What follows belongs to an exercise in optimizing a design on an open flow for a short achievable clock period and few clock cycles; a production flow would make more cautious choices.
Function was checked by simulation only, so behaviour that the tests miss may differ from the original.

$ cat run.sh
#!/bin/bash
# synth_recipe.tcl (not shown) runs the flow's synth.tcl, then flattens the netlist and writes it again
# the make line also repeats each setting of config.mk as NAME=value (left out here)
make -C /OpenROAD-flow-scripts/flow DESIGN_CONFIG=/design/flow/config.mk WORK_HOME=/design/flow/orfs CLKGATE_MAP_FILE= SYNTH_SCRIPT=/design/flow/synth_recipe.tcl finish
$ cat config.mk
export PLATFORM = sky130hd
export DESIGN_NAME = ddr2_controller
export DESIGN_NICKNAME = ddr2_controller
export VERILOG_FILES = /design/flow/design.v
export SDC_FILE = /design/flow/constraint.sdc
export NUM_CORES = 4
export LEC_CHECK = 0
export CAP_MARGIN = 20
export CORE_MARGIN = 2
export CORE_UTILIZATION = 45
export PLACE_DENSITY = 0.6
export SLEW_MARGIN = 20
$ cat constraint.sdc
create_clock -name core_clock -period 10.0 [get_ports {clk}]
set_input_delay 2.0000 -clock core_clock [delete_from_list [all_inputs] [get_ports {clk}]]
set_output_delay 2.0000 -clock core_clock [all_outputs]
set_load 0.01 [all_outputs]
$ cat design.v
module FIFO (clk, reset, data_in, put, get, data_out, empty, full, fillcount);
parameter DEPTH_P2 = 6;
parameter WIDTH = 8;
input clk, reset, put, get;
input [WIDTH-1: 0] data_in;
output empty, full;
output [WIDTH-1:0] data_out;
output [DEPTH_P2:0] fillcount;
reg [DEPTH_P2-1 : 0]rd_ptr;
reg [DEPTH_P2-1 : 0]wr_ptr;
reg [WIDTH-1 : 0] arr [2**DEPTH_P2-1:0] ;
reg [DEPTH_P2-1+1: 0]fillcount;
wire [WIDTH - 1 : 0]data_out;
wire full, empty;
always@(posedge clk)
	begin
		if (reset) begin 
			wr_ptr <= 0;
			rd_ptr <= 0;
			fillcount <= 0;
		end		
		else begin
			if (put && !full) begin
				arr[wr_ptr] <= data_in;
				wr_ptr <= wr_ptr + 1;
				fillcount <= fillcount + 1;
			end
			if (get && !empty) begin
				rd_ptr <= rd_ptr + 1;
				fillcount <= fillcount - 1;
			end
			if ((put&& !full) && (get&& !empty)) begin
				fillcount<=fillcount;  
			end
		end
	end
assign full = ( fillcount == 2**DEPTH_P2);
assign empty = ( fillcount == 0);
assign data_out = arr[rd_ptr];  
endmodule  
module ddr2_init_engine(
   ready, csbar, rasbar, casbar, webar, ba, a, odt, ts_con, cke,
   clk, reset, init, ck
   );
   parameter BL = 3'b011;  
   parameter BT = 1'b0;    
   parameter CL = 3'b011;   
   parameter AL = 3'b001;   
input clk, reset, init, ck;
output ready, csbar, rasbar, casbar, webar, odt, ts_con, cke;
output [1:0] ba;
output [12:0] a;
reg ready;
reg cke;
reg csbar;
reg rasbar;
reg casbar;
reg webar;
reg [1:0] ba;
reg [12:0] a;
reg odt;
reg [15:0] dq_out;
reg [1:0] dqs_out;
reg [1:0] dqsbar_out;   
reg ts_con;
reg INIT, RESET;
reg [16:0]  counter;
reg flag;
always @(posedge clk)
begin
	INIT <= init;
	RESET <= reset;
	if (RESET)
	begin
		flag <= 0;
		cke <= 0;
		odt <= 0;
		a <= 0;
		ba <= 0;
		ts_con <= 0;
		csbar <= 0;
		rasbar <= 0;
		webar <= 0;
		ready <= 0;
	end
	else if (flag == 0 && INIT == 1)
	begin
		flag <= 1;
		counter <= 0;
	end
	else if (flag == 1)
	begin
		counter <= counter + 1;
		case (counter)
        	17'd76924:  begin
			{csbar, rasbar, casbar, webar} <= 4'b0111; 
			end
	        17'd76926:  begin  
			cke <= 1;
			end
		17'd77082: begin  
			{csbar, rasbar, casbar, webar} <= 4'b0010; 
			a[10] <= 1;
			end
		17'd77084: {csbar, rasbar, casbar, webar} <= 4'b0111; 
        	17'd77084+17'd8: begin
                	{csbar, rasbar, casbar, webar} <= 4'b0000 ;  
                	a <= 0;
			ba <= 2'b10;
	                end
                17'd77084+17'd8+2: {csbar, rasbar, casbar, webar} <= 4'b0111; 
	        17'd77084+17'd8+2+ 17'd4: begin
        	        {csbar, rasbar, casbar, webar} <=4'b0000 ;  
        	        a <= 0;
        	        ba <= 2'b11;
	                end
                17'd77084+17'd8+2+ 17'd4+2: {csbar, rasbar, casbar, webar} <=4'b0111; 
	        17'd77084+17'd8+2+ 17'd4+2+ 17'd4: begin
        	        {csbar, rasbar, casbar, webar} <=4'b0000 ;  
        	        a[0] <= 0;  
               		a[1] <= 0;  
                	a[2] <= 0;  
                	a[6] <= 0;  
                	a[5:3] <= AL;  
                	a[9:7] <= 3'b111;  
                	a[10] <= 1;  
                	a[11] <= 0;  
                	a[12] <= 0;  
                	ba <= 2'b01;  
	                end
                17'd77084+17'd8+2+ 17'd4+2+ 17'd4+2: {csbar, rasbar, casbar, webar} <= 4'b0111; 
	        17'd77084+17'd8+2+ 17'd4+2+ 17'd4+2+ 17'd4: begin
        	        {csbar, rasbar, casbar, webar} <=4'b0000 ;  
			a[2:0] <=BL ;  
        	        a[3] <= BT;  
               		a[6:4] <= CL;  
			a[7] <= 0;  
                	a[8] <= 1;  
			a[11:9] <= 3'b011;  
			a[12] <= 0;  
                	ba <= 2'b00;  
	                end
                17'd77084+17'd8+2+ 17'd4+2+ 17'd4+2+ 17'd4+2: {csbar, rasbar, casbar, webar} <=4'b0111; 
        	17'd77084+17'd8+2+ 17'd4+2+ 17'd4+2+ 17'd4+2+ 17'd4: begin
                	{csbar, rasbar, casbar, webar} <= 4'b0010;  
                	a[10] <=1 ;  
	                end
                17'd77084+17'd8+2+ 17'd4+2+ 17'd4+2+ 17'd4+2+ 17'd4+2: {csbar, rasbar, casbar, webar} <=4'b0111; 
        	17'd77084+17'd8+2+ 17'd4+2+ 17'd4+2+ 17'd4+2+ 17'd4+2+ 17'd8: begin
                	{csbar, rasbar, casbar, webar} <= 4'b0001;  
	                end
                17'd77084+17'd8+2+ 17'd4+2+ 17'd4+2+ 17'd4+2+ 17'd4+2+ 17'd8+2: {csbar, rasbar, casbar, webar} <= 4'b0111; 
	        17'd77084+17'd8+2+ 17'd4+2+ 17'd4+2+ 17'd4+2+ 17'd4+2+ 17'd8+2+ 17'd42: begin
        	        {csbar, rasbar, casbar, webar} <= 4'b0001;  
	                end
                17'd77084+17'd8+2+ 17'd4+2+ 17'd4+2+ 17'd4+2+ 17'd4+2+ 17'd8+2+ 17'd42+2: {csbar, rasbar, casbar, webar} <= 4'b0111; 
	        17'd77084+17'd8+2+ 17'd4+2+ 17'd4+2+ 17'd4+2+ 17'd4+2+ 17'd8+2+ 17'd42+2+ 17'd46:  begin
        	        {csbar, rasbar, casbar, webar} <=4'b0000 ;  
        	        a[2:0] <= BL;  
        	        a[3] <=BT ;  
        	        a[6:4] <= CL;  
			a[7] <= 0;  
        	        a[8] <= 0;  
        	        a[11:9] <= 3'b011;  
        	        a[12] <= 0;  
        	        ba <= 2'b00;  
	                end
                17'd77084+17'd8+2+ 17'd4+2+ 17'd4+2+ 17'd4+2+ 17'd4+2+ 17'd8+2+ 17'd42+2+ 17'd46+2: {csbar, rasbar, casbar, webar} <= 4'b0111; 
        	17'd77084+17'd8+2+ 17'd4+2+ 17'd4+2+ 17'd4+2+ 17'd4+2+ 17'd8+2+ 17'd42+2+ 17'd46+2+ 17'd4: begin
                	{csbar, rasbar, casbar, webar} <=4'b0000 ;  
                	a[0] <= 0;  
			a[1] <= 0;  
        	        a[2] <= 1;  
        	        a[6] <= 0;  
        	        a[5:3] <= AL ;  
			a[9:7] <= 3'b111;  
	                a[10] <= 1;  
        	        a[11] <= 0;  
                	a[12] <= 0;  
                	ba <= 2'b01;  
	                end
                17'd77084+17'd8+2+ 17'd4+2+ 17'd4+2+ 17'd4+2+ 17'd4+2+ 17'd8+2+ 17'd42+2+ 17'd46+2+ 17'd4+2: {csbar, rasbar, casbar, webar} <=4'b0111; 
        	17'd77084+17'd8+2+ 17'd4+2+ 17'd4+2+ 17'd4+2+ 17'd4+2+ 17'd8+2+ 17'd42+2+ 17'd46+2+ 17'd4+2+ 308:  begin
			a[9:7] <= 3'b000;  
			{csbar, rasbar, casbar, webar} <= 4'b0000;  
			end
                17'd77084+17'd8+2+ 17'd4+2+ 17'd4+2+ 17'd4+2+ 17'd4+2+ 17'd8+2+ 17'd42+2+ 17'd46+2+ 17'd4+2+ 308+2: {csbar, rasbar, casbar, webar} <= 4'b0111; 
	        17'd77084+17'd8+2+ 17'd4+2+ 17'd4+2+ 17'd4+2+ 17'd4+2+ 17'd8+2+ 17'd42+2+ 17'd46+2+ 17'd4+2+ 308+2+ 17'd4: begin
        	        {csbar, rasbar, casbar, webar} <= 4'b0010;  
        	        a[10] <= 1;  
	                end
                17'd77084+17'd8+2+ 17'd4+2+ 17'd4+2+ 17'd4+2+ 17'd4+2+ 17'd8+2+ 17'd42+2+ 17'd46+2+ 17'd4+2+ 308+2+ 17'd4+2: {csbar, rasbar, casbar, webar} <= 4'b0111; 
        	17'd77084+17'd8+2+ 17'd4+2+ 17'd4+2+ 17'd4+2+ 17'd4+2+ 17'd8+2+ 17'd42+2+ 17'd46+2+ 17'd4+2+ 308+2+ 17'd4+2+ 17'd8:  begin
        	        {csbar, rasbar, casbar, webar} <= 4'b0111; 
        	        odt <= 1;
        	        end
        	17'd77084+17'd8+2+ 17'd4+2+ 17'd4+2+ 17'd4+2+ 17'd4+2+ 17'd8+2+ 17'd42+2+ 17'd46+2+ 17'd4+2+ 308+2+ 17'd4+2+ 17'd8+2: begin
	                {csbar, rasbar, casbar, webar} <= 4'b0111; 
			ready <= 1;  
        	        end
		default: begin
			flag <= 1;
                end
	endcase
	end
end
endmodule
module ddr2_ring_buffer8(dout,listen,strobe,readPtr,din,reset,clk);
   input listen;    
   input strobe;    
   input reset;
   input clk;
   input [15:0]  din;
   input [2:0] 	 readPtr;  
   output [15:0] dout;
   reg [15:0] 	 dout;
   reg [15:0] 	 r0, r1, r2, r3, r4, r5, r6, r7;
   reg 			 F0;      
   reg 			 cap;     
   reg [2:0] 	 count;   
   wire 		 start;
   wire 		 capNow;
   wire [2:0] 	 slot;
   assign start  = (listen | F0) & strobe & ~cap;
   assign capNow = start | cap;
   assign slot   = cap ? count : 3'd0;
   always @(posedge clk)
	 begin
		if (reset)
		  begin
			 F0 <= 0;
			 cap <= 0;
			 count <= 0;
		  end
		else
		  begin
			 if (start)
			   begin
				  F0 <= 0;
				  cap <= 1;
				  count <= 1;
			   end
			 else if (cap)
			   begin
				  count <= count + 1;
				  if (count == 3'd7)
					cap <= 0;
				  if (listen)
					F0 <= 1;
			   end
			 else if (listen)
			   F0 <= 1;
		  end
	 end
   always @(posedge clk)
	 if (capNow)
	   case (slot)
		 3'd0: r0 <= din;
		 3'd1: r1 <= din;
		 3'd2: r2 <= din;
		 3'd3: r3 <= din;
		 3'd4: r4 <= din;
		 3'd5: r5 <= din;
		 3'd6: r6 <= din;
		 3'd7: r7 <= din;
	   endcase
   always @ (*)
	 begin
		if (capNow && slot == readPtr)
		  dout = din;
		else
		  case (readPtr)
			3'b000: dout = r0;
			3'b001: dout = r1;
			3'b010: dout = r2;
			3'b011: dout = r3;
			3'b100: dout = r4;
			3'b101: dout = r5;
			3'b110: dout = r6;
			3'b111: dout = r7;
			default: dout = r0;
		  endcase
	 end
endmodule  
module Processing_logic(
   DATA_get,  
   CMD_get,	 
   RETURN_put,  
   RETURN_address, RETURN_data,   
   cs_bar, ras_bar, cas_bar, we_bar,   
   BA, A, DM,  
   DQS_out, DQ_out,  
   ts_con,  
   clk, ck, reset, ready,  
   CMD_empty, CMD_data_out, DATA_data_out,
   RETURN_full,
   DQS_in, DQ_in
   );
   parameter BL = 3'b011;  
   parameter BT = 1'b0;    
   parameter CL = 3'b011;   
   parameter AL = 3'b001;   
   parameter init = 4'b0000, idle = 4'b0001, fetch = 4'b0010, precharge = 4'b0011, 
			 refresh=4'b0100, scalarRead = 4'b0101, scalarWrite = 4'b0111, blockRead = 4'b1000, blockWrite = 4'b1001;
   input 	 clk, ck, reset, ready;
   input 	 CMD_empty, RETURN_full;
   input [32:0]	 CMD_data_out;
   input [15:0]  DATA_data_out;
   input [15:0]  DQ_in;
   input [1:0]   DQS_in;
   output reg CMD_get;
   output reg		 DATA_get, RETURN_put;
   output wire [24:0] RETURN_address;  
   output wire [15:0] RETURN_data;
   output reg	cs_bar, ras_bar, cas_bar, we_bar;
   output reg [1:0]	 BA;
   output reg [12:0] A;
   output reg [1:0]	 DM;
   output reg [15:0]  DQ_out;
   output reg [1:0]   DQS_out;
   output reg ts_con;
   reg listen;
   reg DM_flag;
	reg [3:0]state;
	reg [6:0]count;
	reg [11:0]ref_cnt; 
	reg [5:0]ref_state_cnt;
	reg [2:0]Pointer;
	reg [24:0]addr;
	reg [1:0] size;
always @(posedge clk)
begin 
	if(reset)
	  begin
	    state<= init;
	    addr <=0 ;
		CMD_get <= 0;
		DATA_get <= 0;
		count <= 0 ;
		{cs_bar, ras_bar, cas_bar, we_bar} <= 4'b0111; 
		listen<= 0;
		Pointer <= 0;
		RETURN_put <= 0;
		A <= 0;
		BA<= 0;
		DM_flag <= 0;
		ref_cnt <= 0;
	  end
	else begin
		case (state)
			init: begin
				state <= ready? idle:init;
			end
			idle: begin  
				CMD_get <= 0;
				DATA_get <= 0;
				if (ref_cnt >= (3000 -60 -10) ) begin  
					state <= refresh;
					ref_cnt<= 0;
					ref_state_cnt <= 0;
				end
				else begin
					ref_cnt <= ref_cnt+1;
					if (!CMD_empty) begin
						state <= fetch;
					end
					count <= 0 ;
				end
			end
			refresh : begin
				ref_state_cnt <= ref_state_cnt+1;
				if (ref_state_cnt == 0) begin
					if (ck ==1) begin
						{cs_bar, ras_bar, cas_bar, we_bar} <= 4'b0001;  
						 ref_state_cnt <=ref_state_cnt + 1;
					end
					else if (ck ==0) begin
						ref_state_cnt <= 0; 
					end
				end
				else if (ref_state_cnt == 2) begin
					{cs_bar, ras_bar, cas_bar, we_bar} <= 4'b0111; 
				end
				else if (ref_state_cnt == 42) begin  
					state <= idle;
				end
			end
			fetch: begin  
				ref_cnt <= ref_cnt+1;
				if ( (CMD_data_out[7:5] == 0)|| RETURN_full ) begin  
					state <= idle;
				end
				else if (CMD_data_out[7:5] == 3'b001)begin  
					state <= scalarRead;
					addr <= CMD_data_out[32:8]; 
				end
				else if (CMD_data_out[7:5] == 3'b010 )begin
				  state <= scalarWrite;
					addr <= CMD_data_out[32:8];
				end
				else if (CMD_data_out[7:5] == 3'b011 ) begin 
					state <= blockRead;
					addr <= CMD_data_out[32:8];
					size <= CMD_data_out[4:3];
				end
				else if (CMD_data_out[7:5] == 3'b100 ) begin  
					state <= blockWrite;
					addr <= CMD_data_out[32:8];
					size <= CMD_data_out[4:3];
				end
			end
			scalarRead: begin  
				ref_cnt <= ref_cnt+1;
				ts_con <= 0;
				CMD_get <= 0; 
				count <= count + 1;  
				if (count == 0 && ck == 1) begin  
					{cs_bar, ras_bar, cas_bar, we_bar} <= 4'b0011;
					A[12:0]<= addr[24:12];  
					BA <= addr[11:10]; 
					count<= count +1;
				end
				else if (count == 0 && ck ==0)begin
					count <= 0; 
				end
				if (count == 2) begin
					{cs_bar, ras_bar, cas_bar, we_bar} <= 4'b0111; 
				end
				else if(count == 4) begin
					{cs_bar, ras_bar, cas_bar, we_bar} <= 4'b0101;
					A[9:0] <= addr[9:0];  
					A[10] <= 1;  
					BA <= addr[11:10];
				end
				else if(count == 6) begin
					{cs_bar, ras_bar, cas_bar, we_bar} <= 4'b0111; 
				end
				else if(count == 12) begin  
					listen<= 1;
				end
				else if(count == 13) begin  
					Pointer <= 0;
					 RETURN_put <= 1;  
					 listen<= 0;		 
				end
				else if(count == 14) begin  
					 RETURN_put <= 0;
				end	
				else if (count == 17) begin
					 CMD_get <= 1;  
				end
				else if (count == 24) begin  
					count <= 0 ;
					 state <= idle;
					 CMD_get <= 0; 
				end
			end
			scalarWrite: begin
				ref_cnt <= ref_cnt+1;
				ts_con <= 1;
				CMD_get <= 0; 
				count <=count + 1;
				if (count == 0) begin
					if (ck ==1) begin
						{cs_bar, ras_bar, cas_bar, we_bar} <= 4'b0011;
						A[12:0]<= addr[24:12];  
						BA <= addr[11:10]; 
						 count <=count + 1;
					end
					else if (ck ==0) begin
						count <= 0; 
					end
				end
				else if (count == 2) begin
					{cs_bar, ras_bar, cas_bar, we_bar} <= 4'b0111; 
				end
				else if(count == 4) begin
					{cs_bar, ras_bar, cas_bar, we_bar} <= 4'b0100; 
					A[9:0] <= addr[9:0];  
					A[10] <= 1;  
					BA <= addr[11:10];
				end
				else if (count == 6) begin
				  {cs_bar, ras_bar, cas_bar, we_bar} <= 4'b0111; 
				end
				else if (count == 10) begin
				  DQS_out <= 2'b00; 
				  DM_flag <= 1;
				end
				else if (count == 11) begin
				  DM_flag <= 0;
				end					
				else if (count == 18) begin
					DQS_out <= 2'b00; 
				end
				else if (count == 19) begin
					ts_con <= 0;
				end
				else if (count == 31) begin
					CMD_get <= 1;
					DATA_get <= 1;   
				end					
				else if (count == 32) begin
					state <= idle;
					CMD_get <= 0;
					DATA_get <= 0; 
					count <= 0;
				end
				if (count >= 11 && count <= 17) begin
					DQS_out[0]<=~DQS_out[0];
					DQS_out[1]<=~DQS_out[1];
				end
			end
			blockWrite : begin
				ref_cnt <= ref_cnt+1;
				ts_con <= 1;
				count <=count + 1;
				if (count == 0) begin
				  case (ck)
					1: begin
						{cs_bar, ras_bar, cas_bar, we_bar} <= 4'b0011;
						A[12:0]<= addr[24:12];  
						BA <= addr[11:10]; 
						count <=count + 1;	end
					0: begin
						count <= 0; 
						end
						endcase
					end	
				else if (count == 2) begin
					{cs_bar, ras_bar, cas_bar, we_bar} <= 4'b0111; 
					end
				else begin  
					if (size == 0) begin
						if(count == 4) begin
							{cs_bar, ras_bar, cas_bar, we_bar} <= 4'b0100; 
							A[9:0] <= addr[9:0];  
							A[10] <= 1;  
							BA <= addr[11:10];
						end
						else if (count == 6) begin
							{cs_bar, ras_bar, cas_bar, we_bar} <= 4'b0111; 
						end
						else if (count == 10) begin
							DQS_out <= 2'b00; 
							DM_flag <= 1;
							DATA_get <= 1; 
						end
						else if (count == 18) begin
							DQS_out <= 2'b00;
							DM_flag <= 0;
							DATA_get <= 0; 							
						end
						else if (count == 19) begin
							ts_con <= 0;
						end
						else if (count == 31) begin
							CMD_get <= 1;
						end					
						else if (count == 32) begin
						state <= idle;
						CMD_get <= 0;
						DATA_get <= 0; 
						count <= 0;
						end		
						if (count >= 11 && count <= 17) begin
							DQS_out[0]<=~DQS_out[0];
							DQS_out[1]<=~DQS_out[1];
						end
					end
					else if (size == 1) begin
						if(count == 4) begin
							{cs_bar, ras_bar, cas_bar, we_bar} <= 4'b0100; 
							A[9:0] <= addr[9:0];  
							A[10] <= 0; 
							BA <= addr[11:10];
						end
						else if (count == 6) begin
							{cs_bar, ras_bar, cas_bar, we_bar} <= 4'b0111; 
						end
						else if (count == 10) begin
							DQS_out <= 2'b00; 
							DM_flag <= 1;
							DATA_get <= 1; 
						end
						else if (count == 12) begin
							{cs_bar, ras_bar, cas_bar, we_bar} <= 4'b0100; 
							A[9:0] <= addr[9:0] + 8; 
							A[10] <= 1;  
							BA <= addr[11:10];
						end	
						else if (count == 14) begin
							{cs_bar, ras_bar, cas_bar, we_bar} <= 4'b0111; 
						end	
						else if (count == 18+8) begin
							DQS_out <= 2'b00; 
							DM_flag <= 0;  
							DATA_get <= 0;  
						end
						else if (count == 19+8) begin
							ts_con <= 0;
						end
						else if (count == 31+8) begin
							CMD_get <= 1;
						end					
						else if (count == 32+8) begin
						state <= idle;
						CMD_get <= 0;
						DATA_get <= 0; 
						count <= 0;
						end		
						if (count > 10 && count < 18+8) begin
							DQS_out[0]<=~DQS_out[0];
							DQS_out[1]<=~DQS_out[1];
						end
					end
					else if (size == 2) begin
						if(count == 4) begin
							{cs_bar, ras_bar, cas_bar, we_bar} <= 4'b0100; 
							A[9:0] <= addr[9:0];  
							A[10] <= 0;  
							BA <= addr[11:10];
						end
						else if (count == 6) begin
							{cs_bar, ras_bar, cas_bar, we_bar} <= 4'b0111; 
						end
						else if (count == 10) begin
							DQS_out <= 2'b00; 
							DM_flag <= 1;
							DATA_get <= 1; 
						end
						else if (count == 12) begin
							{cs_bar, ras_bar, cas_bar, we_bar} <= 4'b0100; 
							A[9:0] <= addr[9:0] + 8; 
							A[10] <= 0;  
							BA <= addr[11:10];
						end	
						else if (count == 14) begin
							{cs_bar, ras_bar, cas_bar, we_bar} <= 4'b0111; 
						end	
						else if (count == 12+8) begin
							{cs_bar, ras_bar, cas_bar, we_bar} <= 4'b0100; 
							A[9:0] <= addr[9:0] + 16; 
							A[10] <= 1;  
							BA <= addr[11:10];
						end	
						else if (count == 14+8) begin
							{cs_bar, ras_bar, cas_bar, we_bar} <= 4'b0111; 
						end
						else if (count == 18+16) begin
							DQS_out <= 2'b00; 
							DM_flag <= 0;  
							DATA_get <= 0;  
						end
						else if (count == 19+16) begin
							ts_con <= 0;
						end
						else if (count == 31+16) begin
							CMD_get <= 1;
						end					
						else if (count == 32+16) begin
						state <= idle;
						CMD_get <= 0;
						DATA_get <= 0; 
						count <= 0;
						end		
						if (count > 10 && count < 18+16) begin
							DQS_out[0]<=~DQS_out[0];
							DQS_out[1]<=~DQS_out[1];
						end
					end
					else if (size == 3) begin
						if(count == 4) begin
							{cs_bar, ras_bar, cas_bar, we_bar} <= 4'b0100; 
							A[9:0] <= addr[9:0];  
							A[10] <= 0;  
							BA <= addr[11:10];
						end
						else if (count == 6) begin
							{cs_bar, ras_bar, cas_bar, we_bar} <= 4'b0111; 
						end
						else if (count == 10) begin
							DQS_out <= 2'b00; 
							DM_flag <= 1;
							DATA_get <= 1; 
						end
						else if (count == 12) begin
							{cs_bar, ras_bar, cas_bar, we_bar} <= 4'b0100; 
							A[9:0] <= addr[9:0] + 8; 
							A[10] <= 0;  
							BA <= addr[11:10];
						end	
						else if (count == 14) begin
							{cs_bar, ras_bar, cas_bar, we_bar} <= 4'b0111; 
						end	
						else if (count == 12+8) begin
							{cs_bar, ras_bar, cas_bar, we_bar} <= 4'b0100; 
							A[9:0] <= addr[9:0] + 16; 
							A[10] <= 0;  
							BA <= addr[11:10];
						end	
						else if (count == 14+8) begin
							{cs_bar, ras_bar, cas_bar, we_bar} <= 4'b0111; 
						end
						else if (count == 12+8+8) begin
							{cs_bar, ras_bar, cas_bar, we_bar} <= 4'b0100; 
							A[9:0] <= addr[9:0] + 24; 
							A[10] <= 1;  
							BA <= addr[11:10];
						end	
						else if (count == 14+8+8) begin
							{cs_bar, ras_bar, cas_bar, we_bar} <= 4'b0111; 
						end
						else if (count == 18+24) begin
							DQS_out <= 2'b00; 
							DM_flag <= 0;  
							DATA_get <= 0;  
						end
						else if (count == 19+24) begin
							ts_con <= 0;
						end
						else if (count == 31+24) begin
							CMD_get <= 1;
						end					
						else if (count == 32+24) begin
						state <= idle;
						CMD_get <= 0;
						DATA_get <= 0; 
						count <= 0;
						end		
						if (count > 10 && count < 18+24) begin
							DQS_out[0]<=~DQS_out[0];
							DQS_out[1]<=~DQS_out[1];
						end
					end
				end
			end
			blockRead: begin
				ref_cnt <= ref_cnt+1;
				ts_con <= 0;
				count <= count + 1;  
				if (count == 0 ) begin  
					if (ck == 1) begin
						{cs_bar, ras_bar, cas_bar, we_bar} <= 4'b0011;
						A[12:0]<= addr[24:12];  
						BA <= addr[11:10]; 
						count<= count +1;
					end
					else if (ck ==0) begin
						count <= 0; 
					end
				end
				else if (count == 2) begin
					{cs_bar, ras_bar, cas_bar, we_bar} <= 4'b0111; 
				end
				else begin
					if (size ==0) begin
						if(count == 4) begin
							{cs_bar, ras_bar, cas_bar, we_bar} <= 4'b0101;
							A[9:0] <= addr[9:0];  
							A[10] <= 1;  
							BA <= addr[11:10];
						end
						else if(count == 6) begin
							{cs_bar, ras_bar, cas_bar, we_bar} <= 4'b0111; 
						end	
						else if(count == 12) begin  
							listen<= 1;
						end
						else if(count == 13) begin 
							RETURN_put <= 1;  
							listen<= 0;		 
						end
						else if (count == 20) begin  
							CMD_get <= 1;  
						end
						else if(count == 21) begin  
							RETURN_put <= 0;  
							count <= 0 ;
							state <= idle;
							CMD_get <= 0; 
							Pointer <= Pointer+1;
						end	
						if (count >13 && count < 21) begin  
							addr <= addr+1;
							Pointer <= Pointer+1;
						end
					end
					else if (size == 1) begin
						if(count == 4) begin
							{cs_bar, ras_bar, cas_bar, we_bar} <= 4'b0101;
							A[9:0] <= addr[9:0];  
							A[10] <= 0;  
							BA <= addr[11:10];
						end
						else if(count == 6) begin
							{cs_bar, ras_bar, cas_bar, we_bar} <= 4'b0111; 
						end	
						else if(count == 12) begin  
							listen<= 1;
							{cs_bar, ras_bar, cas_bar, we_bar} <= 4'b0101;
							A[9:0] <= addr[9:0] + 8;  
							A[10] <= 1;  
							BA <= addr[11:10];
						end
						else if(count == 13) begin 
							RETURN_put <= 1;  
							listen<= 0;		 
						end
						else if(count == 14) begin
							{cs_bar, ras_bar, cas_bar, we_bar} <= 4'b0111; 
						end	
						else if(count == 21) begin  
							 listen<= 1;	
						end
						else if(count == 22) begin  
							listen<= 0;	
						end
						else if (count == 20 +8) begin  
							CMD_get <= 1;  
						end
						else if(count == 21+8) begin  
							RETURN_put <= 0;  
							count <= 0 ;
							state <= idle;
							CMD_get <= 0; 
							Pointer <= Pointer+1;
						end	
						if (count >13 && count < 21+8) begin  
							addr <= addr+1;
							Pointer <= Pointer+1;
						end
					end
					else if (size == 2) begin
						if(count == 4) begin
							{cs_bar, ras_bar, cas_bar, we_bar} <= 4'b0101;   
							A[9:0] <= addr[9:0];  
							A[10] <= 0;  
							BA <= addr[11:10];
						end
						else if(count == 6) begin
							{cs_bar, ras_bar, cas_bar, we_bar} <= 4'b0111; 
						end	
						else if(count == 12) begin  
							listen<= 1;
							{cs_bar, ras_bar, cas_bar, we_bar} <= 4'b0101;  
							A[9:0] <= addr[9:0] + 8;  
							A[10] <= 0;  
							BA <= addr[11:10];
						end
						else if(count == 13) begin 
							RETURN_put <= 1;  
							listen<= 0;		 
						end
						else if(count == 14) begin
							{cs_bar, ras_bar, cas_bar, we_bar} <= 4'b0111; 
						end	
						else if(count == 20) begin  
							{cs_bar, ras_bar, cas_bar, we_bar} <= 4'b0101;   
							A[9:0] <= addr[9:0] +10;  
							A[10] <= 1;  
							BA <= addr[11:10];	
						end
						else if(count == 21) begin  
							 listen<= 1;	 
						end
						else if(count == 22) begin  
							{cs_bar, ras_bar, cas_bar, we_bar} <= 4'b0111; 
							listen<= 0;	
						end
						else if(count == 21+8) begin  
							 listen<= 1;	 
						end
						else if(count == 22+8) begin  
							 listen<= 0;	
						end
						else if (count == 20 +16) begin  
							CMD_get <= 1;  
						end
						else if(count == 21+16) begin  
							RETURN_put <= 0;  
							count <= 0 ;
							state <= idle;
							CMD_get <= 0; 
							Pointer <= Pointer+1;
						end	
						if (count >13 && count < 21+16) begin  
							addr <= addr+1;
							Pointer <= Pointer+1;
						end
					end
					else if (size == 3) begin
						if(count == 4) begin
							{cs_bar, ras_bar, cas_bar, we_bar} <= 4'b0101;   
							A[9:0] <= addr[9:0];  
							A[10] <= 0;  
							BA <= addr[11:10];
						end
						else if(count == 6) begin
							{cs_bar, ras_bar, cas_bar, we_bar} <= 4'b0111; 
						end	
						else if(count == 12) begin  
							listen<= 1;
							{cs_bar, ras_bar, cas_bar, we_bar} <= 4'b0101;  
							A[9:0] <= addr[9:0] + 8;  
							A[10] <= 0;  
							BA <= addr[11:10];
						end
						else if(count == 13) begin 
							RETURN_put <= 1;  
							listen<= 0;		 
						end
						else if(count == 14) begin
							{cs_bar, ras_bar, cas_bar, we_bar} <= 4'b0111; 
						end	
						else if(count == 20) begin  
							{cs_bar, ras_bar, cas_bar, we_bar} <= 4'b0101;   
							A[9:0] <= addr[9:0] +10;  
							A[10] <= 0;  
							BA <= addr[11:10];	
						end
						else if(count == 21) begin  
							 listen<= 1;	 
						end
						else if(count == 22) begin  
							{cs_bar, ras_bar, cas_bar, we_bar} <= 4'b0111; 
							listen<= 0;	
						end
						else if(count == 20+8) begin  
							{cs_bar, ras_bar, cas_bar, we_bar} <= 4'b0101;   
							A[9:0] <= addr[9:0] +10;  
							A[10] <= 1;  
							BA <= addr[11:10];	
						end
						else if(count == 21+8) begin  
							 listen<= 1;	 
						end
						else if(count == 22+8) begin  
							 {cs_bar, ras_bar, cas_bar, we_bar} <= 4'b0111; 
							 listen<= 0;	
						end
						else if(count == 21+8+8) begin  
							 listen<= 1;	 
						end
						else if(count == 22+8+8) begin  
							 listen<= 0;	
						end
						else if (count == 20 +24) begin  
							CMD_get <= 1;  
						end
						else if(count == 21+24) begin  
							RETURN_put <= 0;  
							count <= 0 ;
							state <= idle;
							CMD_get <= 0; 
							Pointer <= Pointer+1;
						end	
						if (count >13 && count < 21+24) begin  
							addr <= addr+1;
							Pointer <= Pointer+1;
						end
					end
				end
			end
			default: begin
				state <= idle;
			end
		endcase
	end
end
assign RETURN_address = addr;  
ddr2_ring_buffer8 ring_buffer(RETURN_data, listen, DQS_in[0], Pointer[2:0], DQ_in, reset, clk);
always @(negedge clk)
  begin
    DQ_out <= DATA_data_out;
    if(DM_flag)
        DM <= 2'b00;
    else
        DM <= 2'b11;	
  end
endmodule  
module ddr2_controller(
   dout, raddr, fillcount, notfull, ready, ck_pad, ckbar_pad,
   cke_pad, csbar_pad, rasbar_pad, casbar_pad, webar_pad, ba_pad,
   a_pad, dm_pad, odt_pad, validout,empty,
   dq_out, dqs_out, dq_oe,
   clk, reset, read, cmd, sz,op, din, addr, initddr, dq_in, dqs_in
   );
   parameter BL = 3'b011;  
   parameter BT = 1'b0;    
   parameter CL = 3'b011;   
   parameter AL = 3'b001;   
   input 	 clk;
   input 	 reset;
   input 	 read;
   input [2:0] cmd;
   input [15:0] din;
   input [24:0] addr;
   output [15:0] dout;
   output [24:0] raddr;
   output [6:0]  fillcount;
   output 		 notfull;
   input 		 initddr;
   output 		 ready;
   output 		 ck_pad;
   output 		 ckbar_pad;
   output 		 cke_pad;
   output 		 csbar_pad;
   output 		 rasbar_pad;
   output 		 casbar_pad;
   output 		 webar_pad;
   output [1:0]  ba_pad;
   output [12:0] a_pad;
   output [15:0] dq_out;
   output [1:0]  dqs_out;
   output 		 dq_oe;
   input [15:0]  dq_in;
   input [1:0] 	 dqs_in;
   output [1:0]  dm_pad;
   output 		 odt_pad;
   output 		 validout;
   output 		 empty;
   input[1:0] sz;
   input[2:0] op;
   wire [15:0]		dataOut;				 
   wire [15:0]			dq_o;					 
   wire [1:0]			dqs_o;					 
   wire					notfull;				 
   wire [6:0]	CMD_fillcount, RETURN_fillcount;		 
	wire [6:0]	fillcount;
   wire					full;				 
   wire 		 ri_i;
   wire 		 ts_i;   
   reg 		 ck_i;
   wire 		 cke_i;
   wire 		 csbar_i;
   wire 		 rasbar_i;
   wire 		 casbar_i;
   wire 		 webar_i;
   wire [1:0] 	 ba_i;
   wire [12:0] 	 a_i;
   wire [15:0] 	 dq_i;
   wire [1:0] 	 dqs_i;
   wire [1:0] 	 dm_i;
   wire 		 odt_i;
	wire ts_con;
   reg ck;
   wire csbar, init_csbar;
   wire rasbar, init_rasbar;
   wire casbar, init_casbar;
   wire webar, init_webar;
   wire[1:0] ba, init_ba;
   wire[12:0] a,init_a;
   wire[1:0] dm;  
   wire init_cke;
   wire init_odt, init_ts_con;
   wire ri_con;
   wire [32:0] CMD_data_in, CMD_data_out;
   wire [40:0] RETURN_data_in, RETURN_data_out;
   wire CMD_empty, CMD_full, RETURN_empty, RETURN_full;
   wire  IN_get,  CMD_get, RETURN_put, RETURN_get;
   reg IN_put, CMD_put;
   wire data_empty;
   reg [5:0] put_count;
   reg [1:0] blksize;
   reg block;
   always @(posedge clk) 
       if(reset==1)
	       ck_i <= 0;
	   else
	       ck_i <= ~ck_i;   
     always @(posedge clk) begin
		if (reset) begin
			put_count<=0;
			block <= 0;
		end
		else if (cmd ==3'b100 && block==0 &&!full) begin
			blksize <= sz;
			block<=1;
			put_count <= put_count +1;
		end
		else if (block == 1)begin
			if (put_count == (blksize*8+8 -1)) begin
				block <= 0;
				put_count<=0;
			end
			else if (put_count <(blksize*8+8 -1) && !full) begin
				put_count <= put_count +1;
			end
		end
	 end
   always @ (*) begin
	CMD_put = 0;
	if (!CMD_full) begin
		if (block)begin
			CMD_put = 0;
		end
		else begin 
			if (cmd==3'b001) begin
				CMD_put = 1;
			end
			else if (cmd==3'b010 && !full) begin  
				CMD_put = 1;
			end
			else if (cmd==3'b011) begin
				CMD_put = 1;
			end
			else if (cmd==3'b100 && !full) begin 
				CMD_put = 1;
			end
		end 
	end
	IN_put = 0;
	if ((!CMD_full)&& (!full)) begin
		if (cmd==3'b010) begin
			IN_put = 1;
		end
		else if (cmd==3'b100) begin
			IN_put = 1;
		end
		else if (block)begin
			IN_put = 1;
		end
	end
   end
   assign RETURN_get = read && validout;
   FIFO #(6,16) FIFO_IN ( 	 
						  .clk					(clk),
						  .reset				(reset),
						  .data_in              (din),
						  .put  				(IN_put),
						  .get					(IN_get),
						  .data_out				(dataOut),
						  .empty			    (data_empty),  
	  		   		      .full			     	(full),
						  .fillcount			(fillcount)
						  ); 
	assign notfull = !CMD_full;
	assign CMD_data_in = {addr,cmd,sz,op};
	assign validout = !RETURN_empty;
	assign empty = CMD_empty;
      FIFO #(6,33) FIFO_CMD ( 
						  .clk					(clk),
						  .reset				(reset),
						  .data_in              (CMD_data_in),
						  .put  				(CMD_put),
						  .get					(CMD_get),
						  .data_out				(CMD_data_out),
						  .empty			    (CMD_empty),
	  		   		      .full			     	(CMD_full),
						  .fillcount			(CMD_fillcount)
						  ); 
	   FIFO #(6,41) FIFO_RETURN ( 
						  .clk					(clk),
						  .reset				(reset),
						  .data_in              (RETURN_data_in),
						  .put  				(RETURN_put),
						  .get					(RETURN_get),
						  .data_out				(RETURN_data_out),
						  .empty			    (RETURN_empty),
	  		   		      .full			     	(RETURN_full),
						  .fillcount			(RETURN_fillcount)
						  ); 
   ddr2_init_engine XINIT (
						   .ready				(ready),
						   .csbar				(init_csbar),
						   .rasbar				(init_rasbar),
						   .casbar				(init_casbar),
						   .webar				(init_webar),
						   .ba					(init_ba[1:0]),
						   .a					(init_a[12:0]),
						   .odt					(init_odt),
						   .ts_con				(init_ts_con), 
						   .cke                 (init_cke),
						   .clk					(clk),
						   .reset				(reset),
						   .init				(initddr),
						   .ck					(ck_i)		   );
   assign 		 a_i 	  = (ready) ? a      : init_a;
   assign 		 ba_i 	  = (ready) ? ba     : init_ba;
   assign 		 csbar_i  = (ready) ? csbar  : init_csbar;
   assign 		 rasbar_i = (ready) ? rasbar : init_rasbar;
   assign 		 casbar_i = (ready) ? casbar : init_casbar;
   assign 		 webar_i  = (ready) ? webar  : init_webar;
   assign 		 cke_i 	  = init_cke;
   assign 		 odt_i 	  = init_odt;
   assign 		 dm_i 	  = dm;
   assign ri_con = 1;
   assign ri_i = ri_con;
   assign ts_i = (ready)? ts_con:init_ts_con;
	assign dout = RETURN_data_out;
	assign raddr = RETURN_data_out[40:16];
   assign ck_pad     = ck_i;
   assign ckbar_pad  = ~ck_i;
   assign cke_pad    = cke_i;
   assign csbar_pad  = csbar_i;
   assign rasbar_pad = rasbar_i;
   assign casbar_pad = casbar_i;
   assign webar_pad  = webar_i;
   assign ba_pad     = ba_i;
   assign a_pad      = a_i;
   assign dm_pad     = dm_i;
   assign odt_pad    = odt_i;
   assign dq_out     = dq_i;
   assign dqs_out    = dqs_i;
   assign dq_oe      = ts_i;
   assign dq_o       = dq_in;
   assign dqs_o      = dqs_in;
Processing_logic pro_logic(
   .DATA_get 		(IN_get), 
   .CMD_get			(CMD_get),	 
   .RETURN_put		(RETURN_put),  
   .RETURN_address	(RETURN_data_in[40:16]), 
   .RETURN_data		(RETURN_data_in[15:0]),   
   .cs_bar			(csbar), 
   .ras_bar			(rasbar), 
   .cas_bar			(casbar), 
   .we_bar			(webar),   
   .BA	(ba), 
   .A	(a), 
   .DM	(dm),  
   .DQS_out	(dqs_i), 
   .DQ_out	(dq_i),  
   .ts_con	(ts_con),  
   .clk	(clk), 
   .ck	(ck_i), 
   .reset	(reset), 
   .ready	(ready),  
   .CMD_empty	(CMD_empty), 
   .CMD_data_out	(CMD_data_out), 
   .DATA_data_out	(dataOut),
   .RETURN_full	(RETURN_full),
   .DQS_in	(dqs_o), 
   .DQ_in	(dq_o)
   );							  
endmodule  
==> flow_metrics.env <==
export IMPL_crit_slowest_cell="clkdlybuf4s50_1"
export IMPL_wl_um=613000
export IMPL_worst_pin_slew_ns=1.19
export IMPL_synth_cell_type_count=90
export IMPL_post_cts_resized=0
export IMPL_die_y_um=722
export IMPL_firstDrtPassIters=8
export IMPL_route_detailed_drc=0
export IMPL_cts_hold_buffers=0
export IMPL_critPathKind="flip-flop to primary output"
export IMPL_yosys_area_top_type_share=0.742
export IMPL_io_buffers=162
export IMPL_vdd_drop_max_mv=0.194
export IMPL_synthFlopType="edfxtp_1"
export IMPL_drt_iter0_drc=15500
export IMPL_synth_top_cell_by_area="edfxtp_1"
export IMPL_maxCapViolCount=0
export IMPL_critPathMaxFanout=1
export IMPL_cp_num_buf_inv=1
export IMPL_fin_worst_skew_ns=0.119
export IMPL_cts_tree="done"
export IMPL_r2r_slack_ns=1.75
export IMPL_layout_nets=11200
export IMPL_dp_hpwl_um=335000
export IMPL_yosys_warnings=19
export IMPL_gp_congestion=0.880
export IMPL_h_tree_depth=6
export IMPL_synth_most_common_cell="edfxtp_1"
export IMPL_rsz0062_at_grt="no"
export IMPL_setup_viol=0
export IMPL_core_area_um2=513000
export IMPL_synth_edf_count=5727
export IMPL_cts_sinks=5918
export IMPL_r2r_start="FIFO_IN.rd_ptr[0]$_SDFFE_PP0P_"
export IMPL_required_ns=8.00
export IMPL_multiInputGateArea_um2=54500
export IMPL_path_cells="clkdlybuf4s50_1"
export IMPL_drtAntennaViolNets=0
export IMPL_min_delay_start="XINIT.a[8]$_SDFFE_PP0P_"
export IMPL_die_area_um2=521000
export IMPL_hold_path_end="XINIT.a[8]$_SDFFE_PP0P_"
export IMPL_crit_arrival_ns=7.05
export IMPL_rows=263
export IMPL_finalMaxSlewViolations=0
export IMPL_synth_seq_cells=5918
export IMPL_status="no timing/DRC/antenna violations"
export IMPL_syn_cell_area_um2=232000
export IMPL_reg2reg_depth=4
export IMPL_gr_usage_all_layers=0.233
export IMPL_postSynth_asyncResetShare=0
export IMPL_antenna_found_initial=52
export IMPL_fin_setup_tns_ns=0
export IMPL_clockBufferDepth=4
export IMPL_leakage_nw=79.3
export IMPL_area_delta_synth_final_pct=13.6
export IMPL_dieWidth_um=722
export IMPL_holdPathStages=2
export IMPL_overflow=0
export IMPL_crit_path_end_kind="primary output"
export IMPL_start_kind="flip-flop"
export IMPL_n_fill_cell=39500
export IMPL_cts_root_buf="clkbuf_16"
export IMPL_synth_area_leaders="edfxtp_1 (74%), mux4_2 (17%), dfxtp_1 (1.6%), nor2_1 (0.80%), clkbuf_1 (0.57%)"
export IMPL_fin_ws_ns=0.954
export IMPL_synth_nets=10700
export IMPL_max_stage_delay_ns=0.60
export IMPL_synthCells=10500
export IMPL_cts_made_buffers=614
export IMPL_regArea_um2=176000
export IMPL_hp_class="flip-flop to flip-flop"
export IMPL_drive_gt1_frac=0.290
export IMPL_placed_cells=17200
export IMPL_io_pins=167
export IMPL_clk_latency_ns=1.11
export IMPL_wl_per_cell_um=33.4
export IMPL_grt_pass1_wl_um=864000
export IMPL_power_density_nw_per_um2=216
export IMPL_fin_cells=18400
export IMPL_slew_headroom=0.210
export IMPL_grt_start_max_net_pins=155
export IMPL_clk_pin_slew_ns=0.06
export IMPL_via_count=114000
export IMPL_netlist_top_cells_count="edfxtp_1 (5727), mux4_2 (1797), nor2_1 (492)"
export IMPL_grt_pass1_vias=115000
export IMPL_avgSynthCellArea_um2=22.0
export IMPL_critPathTopFamily="buffers and inverters"
export IMPL_start_util=0.452
export IMPL_total_power_w=0.0569
export IMPL_hold_viol=0
export IMPL_yosysSeqAreaShare=0.759
export IMPL_post_place_ws_ns=1.73
export IMPL_postCtsSetupBuffers=0
export IMPL_r2r_end="pro_logic.DQ_out[6]$_DFF_N_"
export IMPL_viasPerCell=6.23
==> state kept, by name (all words and copies together) (netlist names), 13 cells and up, named ones only <==
name / cells
pro_logic.ring_buffer.r7: 16
pro_logic.DQ_out: 16
FIFO_CMD.arr: 1920
XINIT.counter: 17
FIFO_IN.arr: 1024
pro_logic.ring_buffer.r2: 16
pro_logic.ring_buffer.r0: 16
pro_logic.ring_buffer.r3: 16
pro_logic.ring_buffer.r6: 16
pro_logic.ring_buffer.r1: 16
pro_logic.ring_buffer.r5: 16
pro_logic.addr: 25
FIFO_RETURN.arr: 2624
pro_logic.ring_buffer.r4: 16
pro_logic.A: 13
==> report_power, final <==
group | total (W) | internal, W | switching (W)
sequential | 0.0281 | 0.0278 | 0.000307
clock | 0.0222 | 0.0126 | 0.00962
combinational | 0.00652 | 0.00294 | 0.00359
total | 0.0569 | 0.0434 | 0.0135
==> worst reg2reg max path: stages (launching register included) <==
cell and delay (ns):
dfxtp_4 0.93, buf_12 0.44, mux4_2 0.62, mux4_2 0.61, mux4_2 0.50
==> how the worst max path moves through the flow <==
| stage | startpoint | to | slack (ns) | depth (start not counted) |
|---|---|---|---|---|
| finish | pro_logic.DQ_out[5]$_DFF_N_ | dq_out[5] | 0.95 | 1 |
| global route | pro_logic.DQ_out[11]$_DFF_N_ | dq_out[11] | 0.85 | 1 |
| CTS | pro_logic.DQ_out[9]$_DFF_N_ | dq_out[9] | 0.91 | 1 |
| detailed placement | FIFO_IN.rd_ptr[0]$_SDFFE_PP0P_ | pro_logic.DQ_out[7]$_DFF_N_ | 1.73 | 4 |
| global placement | FIFO_IN.rd_ptr[0]$_SDFFE_PP0P_ | pro_logic.DQ_out[4]$_DFF_N_ | 1.75 | 4 |
| floorplan | FIFO_IN.rd_ptr[0]$_SDFFE_PP0P_ | pro_logic.DQ_out[10]$_DFF_N_ | 1.87 | 6 |
==> per-stage QoR <==
stage                     cell area (um2)  utilization  hold slack, ns
after floorplan                    232000            -           0.429
after global placement             243000        0.475           0.444
after CTS                          263000        0.513           0.458
after global routing               263000        0.513           0.498
final                              263000        0.513           0.459
after detailed placement           244000        0.475           0.447
==> cell families after synthesis <==
| family | count (synthesis) | synth area share |
|---|---|---|
| XOR/XNOR | 83 | 0.00314 |
| AO/OA/AOI/OAI | 673 | 0.0188 |
| AND/OR/NAND/NOR | 1212 | 0.0243 |
| multiplexers | 1914 | 0.180 |
| buffers and inverters | 675 | 0.0118 |
| flip-flops | 5918 | 0.759 |
| adder cells (fa/ha/maj) | 60 | 0.00334 |
==> per-layer routing <==
layer | share of wire | up-vias | routed length, um | track usage
met2 | 0.49 | 5484 | 299000 | 0.379
met3 | 0.087 | 1008 | 53300 | 0.0398
li1 | - | 45800 | - | -
met5 | 0.00013 | - | 81 | 0
met4 | 0.028 | 12 | 17400 | 0.0612
met1 | 0.40 | 62000 | 244000 | 0.328
==> area by class of cell <==
type / count / area share
Timing Repair Buffer: 534 / 0.0179
Antenna cell: 12 / 0.000114
Multi-Input combinational cell: 3942 / 0.207
Sequential cell: 5918 / 0.668
Clock buffer: 784 / 0.0619
Tap cell: 6757 / 0.0321
Inverter: 67 / 0.000983
Clock inverter: 339 / 0.0123
==> placed cells by master, fill, tap and decap left out, types with 21 or more instances in the layout <==
cell             count
nand3_1             94
nand2b_1            35
o21ai_0            167
clkbuf_1           149
a31oi_1             37
o31ai_1             26
edfxtp_1          5727
inv_1               80
nor2_1             346
clkbuf_16          623
o221ai_1            25
mux2_2              56
nand4_1             58
o22ai_1             26
nor2_4             129
and3_1              26
mux4_2            1797
buf_4              379
a211oi_1            31
nand2_1            276
ha_1                57
dfxtp_2             28
nor3_1              64
bufinv_16           37
inv_6               21
xnor2_1             36
clkdlybuf4s50_1    115
buf_12              27
a21oi_1            157
clkinv_1           124
clkinv_2            82
nor4_1              27
xor2_1              47
mux2i_1             61
a21o_1              21
dfxtp_1            147
Testbench counts, summed over its fixed seeds: cycles 113,755.
